This design comes from an exercise in tuning for small area and a short achievable clock period on the open sky130 flow, not from production work. Only simulation tests tie the RTL to the original design; equivalence was not proved.

==> inputs of job 2868 <==
==> flow/design.v (excerpt) <==
module FPU_Main (
    input clk,
    input [31:0] A,
    input [31:0] B,
    input [1:0] S,
    output [31:0] O
);
export LEC_CHECK = 0
export ABC_AREA = 1
export CAP_MARGIN = 20
export CORE_MARGIN = 2
export CORE_UTILIZATION = 40
export SLEW_MARGIN = 20
export SYNTH_HIERARCHICAL = 1
export SYNTH_MINIMUM_KEEP_SIZE = 0
create_clock -name core_clock -period 25.0 [get_ports {clk}]
standard.sh (not shown) runs the stock make flow with config.mk's settings and CLKGATE_MAP_FILE= SYNTH_SCRIPT=/design/flow/synth_recipe.tcl, a recipe that flattens the netlist after the stock synthesis.
==> flow/flow/run.sh <==
#!/bin/bash
set -euo pipefail
bash standard.sh synth > synth.log 2>&1
bash standard.sh SETUP_SLACK_MARGIN=17.4 "BUFFER_PORTS_ARGS=-buffer_cell sky130_fd_sc_hd__buf_1" finish > layout.log 2>&1
==> inputs of job 1721, as changes to job 2868 <==
--- a/flow/design.v
+++ b/flow/design.v
@@ -3438,11 +3438,17 @@
     wire [8:0] dba = {1'b0, B_r[30:23]} - {1'b0, A_r[30:23]};
     wire       abig = ~dab[8];                       
     wire [7:0] de = abig ? dab[7:0] : dba[7:0];
     wire       de0 = (de == 8'd0);
     wire       sub0 = A_r[31] ^ B_r[31];
+    reg  [4:0] lz;                                   
     integer k;
+    always @* begin
+        lz = 5'd24;
+        for (k = 0; k < 23; k = k + 1)
+            if (t[k]) lz = 5'd23 - k[4:0];
+    end
     reg  [4:0] nstep;
     always @* begin
         if (restart)
             nstep = 5'd0;
         else if (step == 5'd31)
@@ -3467,11 +3473,12 @@
         O_T_C3  = 5'd12,   
         O_B_A   = 5'd13,   
         O_FIX   = 5'd14,   
         O_ALN   = 5'd15,   
         O_ADD   = 5'd16,   
-        O_NSH   = 5'd17,   
+        O_SHN   = 5'd17,   
+        O_NRM   = 5'd18,   
         O_IDT   = 5'd19;   
     reg [4:0] op;
     always @* begin
         op = O_IDT;
         case ({S_r, nstep})
@@ -3518,34 +3525,12 @@
             {2'd1, 5'd28}: op = O_X_T;
             {2'd1, 5'd29}: op = O_X_C3E;
             {2'd1, 5'd30}: op = sq_rem ? O_T_C3 : O_IDT;
             {2'd0, 5'd1}: op = O_ALN;
             {2'd0, 5'd2}: op = O_ADD;
-            {2'd0, 5'd3}: op = O_NSH;
-            {2'd0, 5'd4}: op = O_NSH;
-            {2'd0, 5'd5}: op = O_NSH;
-            {2'd0, 5'd6}: op = O_NSH;
-            {2'd0, 5'd7}: op = O_NSH;
-            {2'd0, 5'd8}: op = O_NSH;
-            {2'd0, 5'd9}: op = O_NSH;
-            {2'd0, 5'd10}: op = O_NSH;
-            {2'd0, 5'd11}: op = O_NSH;
-            {2'd0, 5'd12}: op = O_NSH;
-            {2'd0, 5'd13}: op = O_NSH;
-            {2'd0, 5'd14}: op = O_NSH;
-            {2'd0, 5'd15}: op = O_NSH;
-            {2'd0, 5'd16}: op = O_NSH;
-            {2'd0, 5'd17}: op = O_NSH;
-            {2'd0, 5'd18}: op = O_NSH;
-            {2'd0, 5'd19}: op = O_NSH;
-            {2'd0, 5'd20}: op = O_NSH;
-            {2'd0, 5'd21}: op = O_NSH;
-            {2'd0, 5'd22}: op = O_NSH;
-            {2'd0, 5'd23}: op = O_NSH;
-            {2'd0, 5'd24}: op = O_NSH;
-            {2'd0, 5'd25}: op = O_NSH;
-            {2'd0, 5'd26}: op = O_NSH;
+            {2'd0, 5'd3}: op = O_SHN;
+            {2'd0, 5'd4}: op = nn ? O_NRM : O_IDT;
             {2'd2, 5'd1}: op = O_B_A;
             default: ;
         endcase
     end
     wire n_x_br = (op == O_X_T) || (op == O_B_A) ||
@@ -3553,11 +3538,11 @@
     wire n_x_ar = ((op == O_ALN) && !abig) || ((op == O_ADD) && abig);
     wire n_x_dp = (op == O_DP_C1) || (op == O_DP_Y);
     wire n_x_t  = (op == O_T_Y_T) || (op == O_T_C3) || (op == O_IDT) || (op == O_X_C3E) || (op == O_FIX);
     wire n_x_dpt = (op == O_DPT_C1);
     wire n_x_rc = (op == O_RC_N);
-    wire n_x_tr = (op == O_NSH);
+    wire n_x_tr = (op == O_NRM) || (op == O_SHN);
     wire n_x_r0 = (op == O_R0_AP);
     wire n_x_c2 = (op == O_C2_T);
     wire n_x_two = (op == O_TWO_T);
     wire n_x_x0 = (op == O_X0_T);
     wire n_y_c1 = (op == O_DP_C1) || (op == O_DPT_C1);
@@ -3565,45 +3550,47 @@
     wire n_y_t  = (op == O_DP_Y);
     wire n_y_a  = (op == O_B_A);
     wire n_y_ap = (op == O_RC_N) || (op == O_R0_AP);
     wire n_y_c3e = (op == O_X_C3E);
     wire n_y_c3 = (op == O_T_C3);
-    wire n_y_one = (op == O_ADD) || (op == O_NSH) || (op == O_IDT);
+    wire n_y_one = (op == O_ADD) || (op == O_SHN) || (op == O_IDT);
     wire n_y_qtr = (op == O_C2_T) || (op == O_TWO_T);
     wire n_y_half = (op == O_X0_T) || (op == O_X_T);
-    wire n_y_sh = (op == O_ALN);
-    reg e1t, e1b, e2y, e2nb, e2a, e2x, e2n;   
+    wire n_y_sh = (op == O_ALN) || (op == O_NRM);
+    reg e1t, e1b, e2y, e2nb, e2a, e2x, e2s;   
     reg [7:0] kr;
     reg xst, xsb, xsa, yst, ysa;
     reg sxb, sxt, sxa, syy, sya, shen, hy_r, hx_r;
     reg kx_a, kx_b, kx_c, kx_d, kx_e, kx_f, kx_g;    
     reg ky_p, ky_q, ky_r;                            
     reg a_dv, a_sq, a_s0, a_ref_x;
-    reg w_mul, w_sqa, w_dva, w_s0a, w_raw, c_nsh;
+    reg w_mul, w_sqa, w_dva, w_s0a, w_raw, w_nrm;
     reg we_y, we_x, syt;
-    wire [4:0] n_sa = (op == O_ALN) ? 5'd23 - de[4:0] : sa;
-    wire       n_sv = (op == O_ALN) ? (de < 8'd24) : sv;
+    reg        c_shn;                                 
+    wire [4:0] n_sa = (op == O_ALN) ? 5'd23 - de[4:0] : c_shn ? lz : sa;
+    wire       n_sv = (op == O_ALN) ? (de < 8'd24) : c_shn ? 1'b1 : sv;
     always @(posedge clk) begin
         step <= nstep;
         e1t <= (op == O_DP_Y) || (op == O_T_Y_T) || (op == O_RC_N) || (op == O_X_C3E) || (op == O_T_C3) ||
-               (op == O_NSH) || (op == O_IDT) || (op == O_FIX);
+               (op == O_SHN) || (op == O_NRM) || (op == O_IDT) || (op == O_FIX);
         e1b <= (op == O_X_T) || (op == O_B_A) || ((op == O_ADD) && !abig);
         e2nb <= (op == O_RC_N);
         e2a <= (op == O_B_A) || (op == O_FIX) || ((op == O_ADD) && abig);
         e2x <= (op == O_X_C3E);
-        e2n <= (op == O_NSH);
+        e2s <= (op == O_NRM);
         case (op)
             O_DP_C1, O_DPT_C1, O_C2_T, O_TWO_T, O_R0_AP, O_RC_N: kr <= 8'd126;
             O_DP_Y, O_X_T: kr <= 8'd255;
             O_T_Y_T:        kr <= 8'd255;    
             O_B_A:          kr <= 8'd129;
             O_X0_T:         kr <= 8'd125;
             O_X_C3E:        kr <= {7'b1100000, pos & A_r[23]};
             O_FIX:          kr <= 8'd130;
+            O_NRM:          kr <= 8'd1;
             default:        kr <= 8'd0;
         endcase
-        xst <= (op == O_T_Y_T) || (op == O_X_C3E) || (op == O_T_C3) || (op == O_NSH) ||
+        xst <= (op == O_T_Y_T) || (op == O_X_C3E) || (op == O_T_C3) || (op == O_SHN) || (op == O_NRM) ||
                (op == O_IDT) || (op == O_FIX);
         xsb <= (op == O_RC_N) || (op == O_X_T) || (op == O_B_A) || ((op == O_ADD) && !abig);
         xsa <= (op == O_ADD) && abig;
         e2y <= (op == O_T_Y_T);
         yst <= (op == O_DP_Y);
@@ -3615,11 +3602,11 @@
         syy <= n_y_y;
         sya <= n_y_a | n_y_ap;
         hx_r <= ~n_x_tr;
         sa <= n_sa;
         sv <= n_sv;
-        c_nsh <= (op == O_NSH);
+        c_shn <= (op == O_SHN);
         shen <= n_y_sh & n_sv;
         hy_r <= ~n_y_sh | ((n_sa == 5'd23) & n_sv);
         kx_a <= n_x_c2;
         kx_b <= n_x_r0 | n_x_x0;
         kx_c <= n_x_r0 | n_x_c2 | n_x_x0;
@@ -3635,11 +3622,12 @@
         a_ref_x <= (op == O_X_T);
         a_s0  <= (op == O_ADD);
         w_sqa <= (op == O_X0_T) || (op == O_X_T);
         w_dva <= (op == O_C2_T) || (op == O_TWO_T);
         w_s0a <= (op == O_ADD);
-        w_raw <= (op == O_ALN) || (op == O_NSH);
+        w_raw <= (op == O_ALN) || (op == O_SHN);
+        w_nrm <= (op == O_NRM);
         w_mul <= (op == O_DP_C1) || (op == O_DP_Y) || (op == O_DPT_C1) || (op == O_T_Y_T) ||
                  (op == O_RC_N) || (op == O_R0_AP) || (op == O_X_C3E) || (op == O_T_C3) || (op == O_B_A) ||
                  (op == O_IDT) || (op == O_FIX);
         we_y  <= (op == O_DP_Y);
         we_x  <= (op == O_DPT_C1);
@@ -3655,28 +3643,28 @@
             oh[k] = shen & (sa == k[4:0]);
     end
     wire [22:0] xm = ({23{sxb}} & B_r[22:0]) | ({23{sxt}} & t[22:0]) | ({23{sxa}} & A_r[22:0]) | kxv;
     wire        hx = hx_r;
     wire [22:0] ym = ({23{syy}} & y[22:0]) | ({23{syt}} & t[22:0]) | ({23{sya}} & A_r[22:0]) | kyv | oh;
-    wire        shift1 = c_nsh & nn;
-    wire        hy = hy_r & ~shift1;
+    wire        hy = hy_r;
     wire [1:0]  ref2 = a_ref_x ? B_r[24:23] : C_X0[24:23];
     wire [1:0]  dq = t[24:23] - ref2;                
-    wire        sh_p1 = (a_sq & (dq == 2'd1)) | shift1;
+    wire        sh_p1 = a_sq & (dq == 2'd1);
     wire        sh_m1 = (a_sq & (dq == 2'd3)) | (a_dv & t[23]);
     wire        sh_m2 = a_dv & ~t[23];
     wire        sh_0  = (a_sq & (dq == 2'd0)) | a_s0;
-    wire [23:0] av = {a_s0 ? de0 : ~c_nsh, t[22:0]};
+    wire [23:0] av = {a_s0 ? de0 : 1'b1, t[22:0]};
     wire [25:0] aal = ({26{sh_p1}} & {1'b0, av, 1'b0}) | ({26{sh_0}} & {2'b00, av})
                     | ({26{sh_m1}} & {3'b000, av[23:1]}) | ({26{sh_m2}} & {4'b0000, av[23:2]});
     wire        asub = a_dv | (a_s0 & sub0);
     wire [25:0] adn = ~(aal ^ {26{asub}});          
     wire [48:21] p;
-    fpu_tree u_tree (.xv({hx, xm}), .yv({hy, ym}), .adn(adn), .cinn(~asub), .p(p));
+    wire [22:0] pl;                  
+    fpu_tree u_tree (.xv({hx, xm}), .yv({hy, ym}), .adn(adn), .cinn(~asub), .p(p), .pl(pl));
     wire [7:0]  ex1 = ({8{e1t}} & t[30:23]) | ({8{e1b}} & B_r[30:23]);
     wire [7:0]  ex2 = ({8{e2y}} & {7'd0, ye0}) | ({8{e2nb}} & ~B_r[30:23]) | ({8{e2a}} & A_r[30:23])
-                    | ({8{e2x}} & {1'b0, A_r[30:24]}) | {8{e2n & nn}};
+                    | ({8{e2x}} & {1'b0, A_r[30:24]}) | ({8{e2s}} & {3'b111, ~sa});
     wire [7:0]  es, ec, e0, erc;
     genvar ge;
     generate
         for (ge = 0; ge < 8; ge = ge + 1) begin : g_exp
             fpu_fa u_c (.a(ex1[ge]), .b(ex2[ge]), .ci(kr[ge]), .s(es[ge]), .co(ec[ge]));
@@ -3693,11 +3681,11 @@
     wire        h = ((w_mul | w_s0a) & p[47]) | (w_sqa & (p[48] | p[47])) | (w_dva & p[45]);
     wire        hs48 = w_sqa & p[48];
     wire        hs47 = (w_mul | w_s0a) | (w_sqa & ~p[48]);
     wire        ls46 = w_mul | w_sqa | w_raw | w_s0a;
     wire [22:0] hi_m = ({23{hs48}} & p[47:25]) | ({23{hs47}} & p[46:24]) | ({23{w_dva}} & p[44:22]);
-    wire [22:0] lo_m = ({23{ls46}} & p[45:23]) | ({23{w_dva}} & p[43:21]);
+    wire [22:0] lo_m = ({23{ls46}} & p[45:23]) | ({23{w_dva}} & p[43:21]) | ({23{w_nrm}} & pl);
     wire [7:0]  e1 = e0 + 8'd1;
     wire [7:0]  e2 = e0 + 8'd2;
     wire [7:0]  hi_e;
     fpu_mux8 u_hie (.s(hs48), .a(e2), .b(e1), .y(hi_e));
     wire [7:0]  lo_e = e0;
@@ -3719,11 +3707,10 @@
         if (we_y) begin
             y <= t[22:0];
             ye0 <= t[23];
         end
         if (w_s0a) nn <= ~(p[47] | p[46]);
-        else if (c_nsh) nn <= nn & ~t[22];
     end
 endmodule
 module fpu_mux31 (input s, input [30:0] a, input [30:0] b, output [30:0] y);
     assign y = s ? a : b;
 endmodule
==> summary of the runs <==
Of job 2868 and job 1721, job 2868 has the higher core utilization (gap 0.81 points). Via count: job 1721 is larger than job 2868 (about 1.3%). In job 1721 the global-route usage is higher than in job 2868, by 0.60 points. Of job 2868 and job 1721, job 1721 has the higher hold slack (gap 0.078 ns). Worst setup slack: job 1721 is lower than job 2868 (0.063 ns). In job 1721 the clock-buffer cell count is higher than in job 2868, by 4. In job 2868 the critical path depth is higher than in job 1721, by 4. Synthesized area: job 1721 is higher than job 2868 (about 1.7%). In job 2868 the clock skew is lower than in job 1721, by 0.0036 ns. Between job 1721 and job 2868, the lower sequential share of layout area is in job 2868 (gap 0.096 points).
==> figures <==
Detailed placement HPWL: job 2868 65.7 mm; job 1721 68.9 mm
Met1 routing resource usage after global routing: job 2868 0.354; job 1721 0.364
Result of the run: job 2868 finished clean; job 1721 finished clean
Synthesized netlist cell count: job 2868 3,110; job 1721 3,170
Routed wl met2: job 2868 44.8 mm; job 1721 44.4 mm
Number of buffers added for setup after CTS: job 2868 11; job 1721 1
Routed wl met3: job 2868 8.58 mm; job 1721 9.80 mm
Number of placed instances with taps included: job 2868 4,009; job 1721 4,060
Average detailed-routed wire length per instance: job 2868 22.7 um; job 1721 23.2 um
Non-Filler Cell Area, Final: job 2868 0.0296 mm2; job 1721 0.0296 mm2
Crit path required time: job 2868 25.38 ns; job 1721 25.34 ns
Wire length of the first global-routing pass: job 2868 141 mm; job 1721 145 mm
Placement Rows: job 2868 95; job 1721 96
Cell Area, Synth: job 2868 0.0270 mm2; job 1721 0.0275 mm2
Final Util: job 2868 0.442; job 1721 0.433
Die Span Y: job 2868 264 um; job 1721 266 um
Transition time at the pin with the least slew margin: job 2868 1.07 ns; job 1721 1.14 ns
Routed length on met1: job 2868 36.8 mm; job 1721 38.0 mm
Pre-CTS WS: job 2868 15.00 ns; job 1721 16.55 ns
End of the critical path: job 2868 t[6]; job 1721 t[9]
WHS Endpoint: job 2868 sv; job 1721 t[31]
Core Region: job 2868 0.0670 mm2; job 1721 0.0683 mm2

* * *

==> cedar: inputs <==
FPU_Main, a different RTL version from the one above (not shown whole).
Settings: LEC_CHECK=0, ABC_AREA=1, CAP_MARGIN=20, CORE_MARGIN=2, CORE_UTILIZATION=40, SLEW_MARGIN=20, SYNTH_HIERARCHICAL=1, SYNTH_MINIMUM_KEEP_SIZE=0; clock period 25.0 ns.
==> flow/flow/run.sh <==
#!/bin/bash
set -euo pipefail
bash standard.sh synth > synth.log 2>&1
bash standard.sh SETUP_SLACK_MARGIN=17 finish > layout.log 2>&1
==> yarrow (differences from cedar) <==
--- a/flow/design.v
+++ b/flow/design.v
@@ -3490,28 +3490,28 @@
     localparam [1:0] OP_ADD = 2'd0, OP_SQRT = 2'd1, OP_MUL = 2'd2, OP_DIV = 2'd3;
     localparam [31:0] C_GUESS_M = 32'h3ff0f0f1;   
     localparam [31:0] C_GUESS_A = 32'h4034b4b5;   
     localparam [31:0] C_TWO     = 32'h40000000;
     localparam [31:0] C_X0      = 32'h3f5a827a;   
     localparam [31:0] C_R0      = 32'h3f95f61a;   
     localparam [31:0] C_SQ2     = 32'h3fb504f3;
-    reg [31:0] A_r, B_r, t;         
-    reg [22:0] y;
-    reg        ye0;
+    reg [31:0] A_r, B_r, t, y;      
     reg [1:0]  S_r;
     reg [4:0]  step;
     reg [1:0]  chg;                 
     reg        nn;                  
     reg [4:0]  sa;                  
     reg        sv;                  
     assign O = t;
     wire sq = (S_r == OP_SQRT);
     wire restart = |chg;
-    wire       pos = (A_r[30:23] >= 8'd127);
-    wire       sq_rem = ~A_r[23];
+    wire [7:0] Exponent = A_r[30:23];
+    wire pos = (Exponent >= 8'd127) ? 1'b1 : 1'b0;
+    wire [7:0] Exp_2 = pos ? (Exponent - 8'd127) / 2 : (Exponent - 8'd127 - 1) / 2;
+    wire sq_rem = (Exponent - 8'd127) % 2;
     wire [8:0] dab = {1'b0, A_r[30:23]} - {1'b0, B_r[30:23]};
     wire [8:0] dba = {1'b0, B_r[30:23]} - {1'b0, A_r[30:23]};
     wire       abig = ~dab[8];                       
     wire [7:0] de = abig ? dab[7:0] : dba[7:0];
     wire       de0 = (de == 8'd0);
     wire       sub0 = A_r[31] ^ B_r[31];
     reg  [4:0] lz;                                   
@@ -3607,51 +3607,50 @@
     wire n_y_ap = (op == O_RC_N) || (op == O_R0_AP);
     wire n_y_c3e = (op == O_X_C3E);
     wire n_y_c3 = (op == O_T_C3);
     wire n_y_one = (op == O_ADD) || (op == O_SHN) || (op == O_IDT);
     wire n_y_qtr = (op == O_C2_T) || (op == O_TWO_T);
     wire n_y_half = (op == O_X0_T) || (op == O_X_T);
     wire n_y_sh = (op == O_ALN) || (op == O_NRM);
-    reg e1t, e1b, e2y, e2nb, e2a, e2x, e2s;   
+    reg e1t, e1b, e2y, e2nb, e2a, e2x, e2s;
     reg [7:0] kr;
-    reg xst, xsb, xsa, yst, ysa;
+    reg xst, xsb, xsa, yss, yst, ysa;
     reg sxb, sxt, sxa, syy, sya, shen, hy_r, hx_r;
     reg kx_a, kx_b, kx_c, kx_d, kx_e, kx_f, kx_g;    
     reg ky_p, ky_q, ky_r;                            
     reg a_dv, a_sq, a_s0, a_ref_x;
     reg w_mul, w_sqa, w_dva, w_s0a, w_raw, w_nrm;
     reg we_y, we_x, syt;
     reg        c_shn;                                 
     wire [4:0] n_sa = (op == O_ALN) ? 5'd23 - de[4:0] : c_shn ? lz : sa;
     wire       n_sv = (op == O_ALN) ? (de < 8'd24) : c_shn ? 1'b1 : sv;
     always @(posedge clk) begin
         step <= nstep;
         e1t <= (op == O_DP_Y) || (op == O_T_Y_T) || (op == O_RC_N) || (op == O_X_C3E) || (op == O_T_C3) ||
                (op == O_SHN) || (op == O_NRM) || (op == O_IDT) || (op == O_FIX);
         e1b <= (op == O_X_T) || (op == O_B_A) || ((op == O_ADD) && !abig);
+        e2y <= (op == O_T_Y_T);
         e2nb <= (op == O_RC_N);
         e2a <= (op == O_B_A) || (op == O_FIX) || ((op == O_ADD) && abig);
         e2x <= (op == O_X_C3E);
         e2s <= (op == O_NRM);
         case (op)
             O_DP_C1, O_DPT_C1, O_C2_T, O_TWO_T, O_R0_AP, O_RC_N: kr <= 8'd126;
             O_DP_Y, O_X_T: kr <= 8'd255;
-            O_T_Y_T:        kr <= 8'd255;    
-            O_B_A:          kr <= 8'd129;
+            O_T_Y_T, O_B_A: kr <= 8'd129;
             O_X0_T:         kr <= 8'd125;
-            O_X_C3E:        kr <= {7'b1100000, pos & A_r[23]};
             O_FIX:          kr <= 8'd130;
             O_NRM:          kr <= 8'd1;
             default:        kr <= 8'd0;
         endcase
         xst <= (op == O_T_Y_T) || (op == O_X_C3E) || (op == O_T_C3) || (op == O_SHN) || (op == O_NRM) ||
                (op == O_IDT) || (op == O_FIX);
         xsb <= (op == O_RC_N) || (op == O_X_T) || (op == O_B_A) || ((op == O_ADD) && !abig);
         xsa <= (op == O_ADD) && abig;
-        e2y <= (op == O_T_Y_T);
+        yss <= (op == O_T_Y_T);
         yst <= (op == O_DP_Y);
         ysa <= (op == O_B_A) || (op == O_FIX);
         sxb <= n_x_br | n_x_dp;
         sxt <= n_x_t | n_x_rc | n_x_tr | n_x_dpt;
         syt <= n_y_t;
         sxa <= n_x_ar;
         syy <= n_y_y;
@@ -3711,31 +3710,19 @@
     wire [25:0] aal = ({26{sh_p1}} & {1'b0, av, 1'b0}) | ({26{sh_0}} & {2'b00, av})
                     | ({26{sh_m1}} & {3'b000, av[23:1]}) | ({26{sh_m2}} & {4'b0000, av[23:2]});
     wire        asub = a_dv | (a_s0 & sub0);
     wire [25:0] ad = aal ^ {26{asub}};
     wire [48:0] p;
     fpu_tree u_tree (.xv({hx, xm}), .yv({hy, ym}), .ad(ad), .cin(asub), .p(p));
     wire [7:0]  ex1 = ({8{e1t}} & t[30:23]) | ({8{e1b}} & B_r[30:23]);
-    wire [7:0]  ex2 = ({8{e2y}} & {7'd0, ye0}) | ({8{e2nb}} & ~B_r[30:23]) | ({8{e2a}} & A_r[30:23])
-                    | ({8{e2x}} & {1'b0, A_r[30:24]}) | ({8{e2s}} & {3'b111, ~sa});
-    wire [7:0]  es, ec, e0, erc;
-    genvar ge;
-    generate
-        for (ge = 0; ge < 8; ge = ge + 1) begin : g_exp
-            fpu_fa u_c (.a(ex1[ge]), .b(ex2[ge]), .ci(kr[ge]), .s(es[ge]), .co(ec[ge]));
-            if (ge == 0) begin : g_lsb
-                assign e0[0] = es[0];
-                assign erc[0] = 1'b0;
-            end else begin : g_bit
-                fpu_fa u_r (.a(es[ge]), .b(ec[ge-1]), .ci(erc[ge-1]), .s(e0[ge]), .co(erc[ge]));
-            end
-        end
-    endgenerate
+    wire [7:0]  ex2 = ({8{e2y}} & y[30:23]) | ({8{e2nb}} & ~B_r[30:23]) | ({8{e2a}} & A_r[30:23])
+                    | ({8{e2x}} & Exp_2) | ({8{e2s}} & {3'b111, ~sa});
+    wire [7:0]  e0 = ex1 + ex2 + kr;
     wire        xs = (xst & t[31]) | (xsb & B_r[31]) | (xsa & A_r[31]);
-    wire        ys = (yst & t[31]) | (ysa & A_r[31]);
+    wire        ys = (yss & y[31]) | (yst & t[31]) | (ysa & A_r[31]);
     wire        h = ((w_mul | w_s0a) & p[47]) | (w_sqa & (p[48] | p[47])) | (w_dva & p[45]);
     wire        hs48 = w_sqa & p[48];
     wire        hs47 = (w_mul | w_s0a) | (w_sqa & ~p[48]);
     wire        ls46 = w_mul | w_sqa | w_raw | w_s0a;
     wire [22:0] hi_m = ({23{hs48}} & p[47:25]) | ({23{hs47}} & p[46:24]) | ({23{w_dva}} & p[44:22]);
     wire [22:0] lo_m = ({23{ls46}} & p[45:23]) | ({23{w_dva}} & p[43:21]) | ({23{w_nrm}} & p[22:0]);
     wire [7:0]  e1 = e0 + 8'd1;
@@ -3754,18 +3741,15 @@
         S_r <= S;
         chg <= {(S != S_r) || (A != A_r), (B != B_r) && !sq};
         if (!sq)
             B_r <= B;
         else if (we_x)
             B_r <= t;
         t <= res;
-        if (we_y) begin
-            y <= t[22:0];
-            ye0 <= t[23];
-        end
+        if (we_y) y <= t;
         if (w_s0a) nn <= ~(p[47] | p[46]);
     end
 endmodule
 module fpu_mux31 (input s, input [30:0] a, input [30:0] b, output [30:0] y);
     assign y = s ? a : b;
 endmodule
 module fpu_mux8 (input s, input [7:0] a, input [7:0] b, output [7:0] y);
==> quartz (differences from cedar) <==
--- a/flow/design.v
+++ b/flow/design.v
@@ -3490,28 +3490,28 @@
     localparam [1:0] OP_ADD = 2'd0, OP_SQRT = 2'd1, OP_MUL = 2'd2, OP_DIV = 2'd3;
     localparam [31:0] C_GUESS_M = 32'h3ff0f0f1;   
     localparam [31:0] C_GUESS_A = 32'h4034b4b5;   
     localparam [31:0] C_TWO     = 32'h40000000;
     localparam [31:0] C_X0      = 32'h3f5a827a;   
     localparam [31:0] C_R0      = 32'h3f95f61a;   
     localparam [31:0] C_SQ2     = 32'h3fb504f3;
-    reg [31:0] A_r, B_r, t;         
-    reg [22:0] y;
-    reg        ye0;
+    reg [31:0] A_r, B_r, t, y;      
     reg [1:0]  S_r;
     reg [4:0]  step;
     reg [1:0]  chg;                 
     reg        nn;                  
     reg [4:0]  sa;                  
     reg        sv;                  
     assign O = t;
     wire sq = (S_r == OP_SQRT);
     wire restart = |chg;
-    wire       pos = (A_r[30:23] >= 8'd127);
-    wire       sq_rem = ~A_r[23];
+    wire [7:0] Exponent = A_r[30:23];
+    wire pos = (Exponent >= 8'd127) ? 1'b1 : 1'b0;
+    wire [7:0] Exp_2 = pos ? (Exponent - 8'd127) / 2 : (Exponent - 8'd127 - 1) / 2;
+    wire sq_rem = (Exponent - 8'd127) % 2;
     wire [8:0] dab = {1'b0, A_r[30:23]} - {1'b0, B_r[30:23]};
     wire [8:0] dba = {1'b0, B_r[30:23]} - {1'b0, A_r[30:23]};
     wire       abig = ~dab[8];                       
     wire [7:0] de = abig ? dab[7:0] : dba[7:0];
     wire       de0 = (de == 8'd0);
     wire       sub0 = A_r[31] ^ B_r[31];
     reg  [4:0] lz;                                   
@@ -3607,51 +3607,50 @@
     wire n_y_ap = (op == O_RC_N) || (op == O_R0_AP);
     wire n_y_c3e = (op == O_X_C3E);
     wire n_y_c3 = (op == O_T_C3);
     wire n_y_one = (op == O_ADD) || (op == O_SHN) || (op == O_IDT);
     wire n_y_qtr = (op == O_C2_T) || (op == O_TWO_T);
     wire n_y_half = (op == O_X0_T) || (op == O_X_T);
     wire n_y_sh = (op == O_ALN) || (op == O_NRM);
-    reg e1t, e1b, e2y, e2nb, e2a, e2x, e2s;   
+    reg e1t, e1b, e2y, e2nb, e2a, e2x, e2s;
     reg [7:0] kr;
-    reg xst, xsb, xsa, yst, ysa;
+    reg xst, xsb, xsa, yss, yst, ysa;
     reg sxb, sxt, sxa, syy, sya, shen, hy_r, hx_r;
     reg kx_a, kx_b, kx_c, kx_d, kx_e, kx_f, kx_g;    
     reg ky_p, ky_q, ky_r;                            
     reg a_dv, a_sq, a_s0, a_ref_x;
     reg w_mul, w_sqa, w_dva, w_s0a, w_raw, w_nrm;
     reg we_y, we_x, syt;
     reg        c_shn;                                 
     wire [4:0] n_sa = (op == O_ALN) ? 5'd23 - de[4:0] : c_shn ? lz : sa;
     wire       n_sv = (op == O_ALN) ? (de < 8'd24) : c_shn ? 1'b1 : sv;
     always @(posedge clk) begin
         step <= nstep;
         e1t <= (op == O_DP_Y) || (op == O_T_Y_T) || (op == O_RC_N) || (op == O_X_C3E) || (op == O_T_C3) ||
                (op == O_SHN) || (op == O_NRM) || (op == O_IDT) || (op == O_FIX);
         e1b <= (op == O_X_T) || (op == O_B_A) || ((op == O_ADD) && !abig);
+        e2y <= (op == O_T_Y_T);
         e2nb <= (op == O_RC_N);
         e2a <= (op == O_B_A) || (op == O_FIX) || ((op == O_ADD) && abig);
         e2x <= (op == O_X_C3E);
         e2s <= (op == O_NRM);
         case (op)
             O_DP_C1, O_DPT_C1, O_C2_T, O_TWO_T, O_R0_AP, O_RC_N: kr <= 8'd126;
             O_DP_Y, O_X_T: kr <= 8'd255;
-            O_T_Y_T:        kr <= 8'd255;    
-            O_B_A:          kr <= 8'd129;
+            O_T_Y_T, O_B_A: kr <= 8'd129;
             O_X0_T:         kr <= 8'd125;
-            O_X_C3E:        kr <= {7'b1100000, pos & A_r[23]};
             O_FIX:          kr <= 8'd130;
             O_NRM:          kr <= 8'd1;
             default:        kr <= 8'd0;
         endcase
         xst <= (op == O_T_Y_T) || (op == O_X_C3E) || (op == O_T_C3) || (op == O_SHN) || (op == O_NRM) ||
                (op == O_IDT) || (op == O_FIX);
         xsb <= (op == O_RC_N) || (op == O_X_T) || (op == O_B_A) || ((op == O_ADD) && !abig);
         xsa <= (op == O_ADD) && abig;
-        e2y <= (op == O_T_Y_T);
+        yss <= (op == O_T_Y_T);
         yst <= (op == O_DP_Y);
         ysa <= (op == O_B_A) || (op == O_FIX);
         sxb <= n_x_br | n_x_dp;
         sxt <= n_x_t | n_x_rc | n_x_tr | n_x_dpt;
         syt <= n_y_t;
         sxa <= n_x_ar;
         syy <= n_y_y;
@@ -3711,31 +3710,31 @@
     wire [25:0] aal = ({26{sh_p1}} & {1'b0, av, 1'b0}) | ({26{sh_0}} & {2'b00, av})
                     | ({26{sh_m1}} & {3'b000, av[23:1]}) | ({26{sh_m2}} & {4'b0000, av[23:2]});
     wire        asub = a_dv | (a_s0 & sub0);
     wire [25:0] ad = aal ^ {26{asub}};
     wire [48:0] p;
     fpu_tree u_tree (.xv({hx, xm}), .yv({hy, ym}), .ad(ad), .cin(asub), .p(p));
     wire [7:0]  ex1 = ({8{e1t}} & t[30:23]) | ({8{e1b}} & B_r[30:23]);
-    wire [7:0]  ex2 = ({8{e2y}} & {7'd0, ye0}) | ({8{e2nb}} & ~B_r[30:23]) | ({8{e2a}} & A_r[30:23])
-                    | ({8{e2x}} & {1'b0, A_r[30:24]}) | ({8{e2s}} & {3'b111, ~sa});
+    wire [7:0]  ex2 = ({8{e2y}} & y[30:23]) | ({8{e2nb}} & ~B_r[30:23]) | ({8{e2a}} & A_r[30:23])
+                    | ({8{e2x}} & Exp_2) | ({8{e2s}} & {3'b111, ~sa});
     wire [7:0]  es, ec, e0, erc;
     genvar ge;
     generate
         for (ge = 0; ge < 8; ge = ge + 1) begin : g_exp
             fpu_fa u_c (.a(ex1[ge]), .b(ex2[ge]), .ci(kr[ge]), .s(es[ge]), .co(ec[ge]));
             if (ge == 0) begin : g_lsb
                 assign e0[0] = es[0];
                 assign erc[0] = 1'b0;
             end else begin : g_bit
                 fpu_fa u_r (.a(es[ge]), .b(ec[ge-1]), .ci(erc[ge-1]), .s(e0[ge]), .co(erc[ge]));
             end
         end
     endgenerate
     wire        xs = (xst & t[31]) | (xsb & B_r[31]) | (xsa & A_r[31]);
-    wire        ys = (yst & t[31]) | (ysa & A_r[31]);
+    wire        ys = (yss & y[31]) | (yst & t[31]) | (ysa & A_r[31]);
     wire        h = ((w_mul | w_s0a) & p[47]) | (w_sqa & (p[48] | p[47])) | (w_dva & p[45]);
     wire        hs48 = w_sqa & p[48];
     wire        hs47 = (w_mul | w_s0a) | (w_sqa & ~p[48]);
     wire        ls46 = w_mul | w_sqa | w_raw | w_s0a;
     wire [22:0] hi_m = ({23{hs48}} & p[47:25]) | ({23{hs47}} & p[46:24]) | ({23{w_dva}} & p[44:22]);
     wire [22:0] lo_m = ({23{ls46}} & p[45:23]) | ({23{w_dva}} & p[43:21]) | ({23{w_nrm}} & p[22:0]);
     wire [7:0]  e1 = e0 + 8'd1;
@@ -3754,18 +3753,15 @@
         S_r <= S;
         chg <= {(S != S_r) || (A != A_r), (B != B_r) && !sq};
         if (!sq)
             B_r <= B;
         else if (we_x)
             B_r <= t;
         t <= res;
-        if (we_y) begin
-            y <= t[22:0];
-            ye0 <= t[23];
-        end
+        if (we_y) y <= t;
         if (w_s0a) nn <= ~(p[47] | p[46]);
     end
 endmodule
 module fpu_mux31 (input s, input [30:0] a, input [30:0] b, output [30:0] y);
     assign y = s ? a : b;
 endmodule
 module fpu_mux8 (input s, input [7:0] a, input [7:0] b, output [7:0] y);
==> qor summary <==
| item | yarrow | cedar | quartz |
|---|---|---|---|
| Outcome | finished clean | finished clean | finished clean |
| Crit path time final | 7.743 ns | 7.743 ns | 7.737 ns |
| Post-synthesis compound-gate area fraction | 0.06446 | 0.06199 | 0.06312 |
| # nets final | 4259 | 4155 | 4195 |
| Multiplexer area fraction after synthesis | 0 | 0.0006990 | 0.0003444 |
| Fraction of synthesized cell area in xor and xnor cells | 0.03947 | 0.03578 | 0.03737 |
| Reg-to-reg critical path startpoint | yst$_DFF_P_ | t[3]$_DFF_P_ | t[4]$_DFF_P_ |
| Worst-case hold path end point | nn$_DFFE_PP_ | nn$_DFFE_PP_ | sv$_DFF_P_ |
| Cell Count, Final, Fillers Out | 4535 | 4426 | 4460 |
| Data arrival time of the worst path | 8.12 ns | 8.08 ns | 8.15 ns |
| Register-to-register setup slack | 17.26 ns | 17.26 ns | 17.26 ns |
| Core ar. | 72710 um2 | 71240 um2 | 71730 um2 |
| Transition at the pin with the smallest max-transition slack | 1.259 ns | 0.9639 ns | 1.043 ns |
| Post-synthesis sequential element count | 185 | 178 | 185 |

==> afterwards: timing with drivers on the ports <==
No port has a modelled driver above. Below, the same layouts with a new extraction and two added sets of constraints.
Step 1, drivers: a clkbuf_16 drives clk and a buf_2 each remaining input, both assumed.
Step 2 adds t to the input delays and takes it off the output delays; t is the mean of the earliest and latest rising clock arrival at the registers after step 1. Input paths then give back, and output paths get back, about the clock's delay inside the block.
Three values: ideal, step 1, step 2; two values: the first two.
| run | t (ns) | slack for setup (ns) | worst hold slack (ns) | worst setup path at the end |
|---|---|---|---|---|
| job 2868 | 0.488 | 17.643 / 17.643 / 17.643 | 0.464 / 0.464 / 0.464 | register to register |
| job 1721 | 0.496 | 17.580 / 17.580 / 17.580 | 0.542 / 0.542 / 0.542 | register to register |
| cedar | 0.508 | 17.257 / 17.257 / 17.257 | 0.547 / 0.547 / 0.547 | register to register |
| yarrow | 0.508 | 17.257 / 17.257 / 17.257 | 0.534 / 0.534 / 0.534 | register to register |
| quartz | 0.504 | 17.263 / 17.263 / 17.263 | 0.504 / 0.504 / 0.504 | register to register |
After both steps setup and hold are still met in every run listed.
